Background: an optimization exercise with open tools, aiming at small area, a short achievable clock period and few clock cycles per item. Do not read the settings as production practice.
In this exercise RTL edits were held to simulation tests only and were not proved equivalent to the original.
Power is estimated from default activity; no workload was simulated.

## the previous run
// mult
module mult (
    input clock, reset, start,
    input DATA rs1, rs2,
    input MULT_FUNC func,
    output DATA result,
    output done
);
Size in the first run: ~2900 cells after synthesis, about 140 flip-flops, about 100 I/O pins.
Settings: LEC_CHECK=0, ABC_AREA=1, CAP_MARGIN=20, CORE_MARGIN=2, CORE_UTILIZATION=60, PLACE_DENSITY=0.7, SETUP_SLACK_MARGIN=4.0, SLEW_MARGIN=20, SYNTH_HIERARCHICAL=1, TNS_END_PERCENT=0; clock period 9.0 ns.
standard.sh (not shown) runs the stock make flow with config.mk's settings and CLKGATE_MAP_FILE= SYNTH_SCRIPT=/design/flow/synth_recipe.tcl, a recipe that flattens the netlist after the stock synthesis.
==> flow/flow/run.sh <==
#!/bin/bash
# The standard layout (the standard.sh: ORFS synthesis through finish), except
# that the port buffers buffer_ports inserts are plain buf_2 cells rather than the
# delay cells it picks by default. Make's full output goes to flow_make.log.
set -euo pipefail
bash standard.sh BUFFER_PORTS_ARGS="-buffer_cell sky130_fd_sc_hd__buf_2" finish > flow_make.log 2>&1
Testbench counts of the previous run, summed over its fixed seeds: cycles 24,000, ops 24,000.
The following lists how the current run was set up differently from the previous run:
==> flow/run.sh (new file) <==
#!/bin/bash
# synth_recipe.tcl (not shown) runs the flow's synth.tcl, then flattens the netlist and writes it again
# the make line also repeats each setting of config.mk as NAME=value (left out here)
make -C /OpenROAD-flow-scripts/flow DESIGN_CONFIG=/design/flow/config.mk WORK_HOME=/design/flow/orfs CLKGATE_MAP_FILE= SYNTH_SCRIPT=/design/flow/synth_recipe.tcl finish
removed: flow/flow/run.sh
removed: flow/standard.sh
Notes after the runs:
Between the previous run and the current run, the flow reports non-clock buffer count increasing by a few percent. Per the comparison of the current run with the previous run, clock-buffer cell count has increased; met3 track utilization from global routing has decreased; relative slew slack has increased; wire length reported by the detailed router has decreased. Cell area after layout: the previous run vs the current run, no meaningful difference. The current run: highest achievable clock rate lower than the previous run.


mult, a different RTL version from the one above (not shown whole).
For scale: ~3000 cells after synthesis, about 150 flip-flops, about 100 I/O pins.
export LEC_CHECK = 0
export ABC_AREA = 1
export CAP_MARGIN = 20
export CORE_MARGIN = 2
export CORE_UTILIZATION = 50
export PLACE_DENSITY = 0.6
export SETUP_SLACK_MARGIN = 4.0
export SLEW_MARGIN = 20
export SYNTH_HIERARCHICAL = 1
export TNS_END_PERCENT = 0
create_clock -name core_clock -period 9.0 [get_ports {clock}]
==> flow/flow/run.sh <==
#!/bin/bash
# The standard layout (the standard.sh: ORFS synthesis through finish), except
# that the port buffers buffer_ports inserts are plain buf_2 cells rather than the
# delay cells it picks by default. Make's full output goes to flow_make.log.
set -euo pipefail
bash standard.sh BUFFER_PORTS_ARGS="-buffer_cell sky130_fd_sc_hd__buf_2" finish > flow_make.log 2>&1
The starting point ran to the end with no violations.
Testbench counts at the start, summed over its fixed seeds: cycles 24,000, ops 24,000.
Edit:
CORE_UTILIZATION = 60   (was 50)
PLACE_DENSITY = 0.7   (was 0.6)
Effect:
- The changed run produced a clean layout
- count of clock-buffer cells in the layout rises by 3
- utilization rises by 11 points
- clock power rises by a few percent
- global-route usage rises by 8.1 points
Edit:
==> flow/flow/run.sh (replaced) <==
#!/bin/bash
# The standard layout (the standard.sh: ORFS synthesis through finish), except
# that the port buffers buffer_ports inserts are plain buf_2 cells rather than the
# delay cells it picks by default, and that the timing repair after global routing
# aims at a slightly smaller setup margin than the repair after clock tree synthesis
# (config.mk's SETUP_SLACK_MARGIN), so that it spends less area.
# Make's full output goes to flow_make_cts.log and flow_make_finish.log.
set -euo pipefail
PORTS='BUFFER_PORTS_ARGS=-buffer_cell sky130_fd_sc_hd__buf_2'
bash standard.sh "$PORTS" cts > flow_make_cts.log 2>&1
bash standard.sh "$PORTS" SETUP_SLACK_MARGIN=3.8 finish > flow_make_finish.log 2>&1
Outcome:
- The changed run finished with timing, DRC and antenna clean
- sequential power is about the same
- design area goes down by about 1.1%
- wire length goes down by 1.3%
- via count fell by about 0.9%
- core utilization falls by 0.76 points
- synthesized area is unchanged
- final cell count is about the same
Edit:
==> flow/flow/run.sh (replaced) <==
#!/bin/bash
# The standard layout (the standard.sh: ORFS synthesis through finish), except
# that the port buffers buffer_ports inserts are plain buf_2 cells rather than the
# delay cells it picks by default. Make's full output goes to flow_make.log.
set -euo pipefail
bash standard.sh BUFFER_PORTS_ARGS="-buffer_cell sky130_fd_sc_hd__buf_2" finish > flow_make.log 2>&1
CTS_BUF_LIST = sky130_fd_sc_hd__clkbuf_8   (was default)
Core utilization grows by 0.26 points.
Setup slack improves by 0.028 ns.
Final area grows by 0.39%.
Critical path depth grows by 2.
Power grows by 3.2%.

[what the ideal ports hide]
No port has a modelled driver above. Below, the same layouts with a new extraction and two added sets of constraints.
Step 1: set_driving_cell puts a clkbuf_16 on clock and a buf_2 on each other input, an assumption about the parent block.
Step 2 adds t to the input delays and takes it off the output delays; t is the mean of the earliest and latest rising clock arrival at the registers after step 1. Input paths then give back, and output paths get back, about the clock's delay inside the block.
a / b / c = no drivers / after step 1 / after step 2; a / b = the first two.
| run | shift t [ns] | setup slack, ns | hold WS [ns] | pins driven straight from the clock port |
|---|---|---|---|---|
| the previous run | 0.533 | 3.797 / 3.803 / 3.293 | 1.472 / 1.430 / 1.963 | 1 |
| the current run | 0.540 | 3.627 / 3.570 / 3.126 | 1.838 / 1.796 / 2.336 | 1 |
| the first run of note 2 | 0.558 | 3.897 / 3.841 / 3.358 | 1.454 / 1.408 / 1.967 | 1 |
| the second run of note 2 | 0.526 | 3.799 / 3.738 / 3.365 | 1.477 / 1.438 / 1.963 | 1 |
| the third run of note 2 | 0.525 | 3.782 / 3.756 / 3.291 | 1.476 / 1.436 / 1.961 | 1 |
| the fourth run of note 2 | 0.583 | 3.810 / 3.752 / 3.268 | 1.408 / 1.373 / 1.955 | 1 |
After both steps setup and hold are still met in every run listed. The setup slack of the fourth run of note 2, which loses most, moves by -0.058 ns with the drivers and by -0.542 ns with both steps.
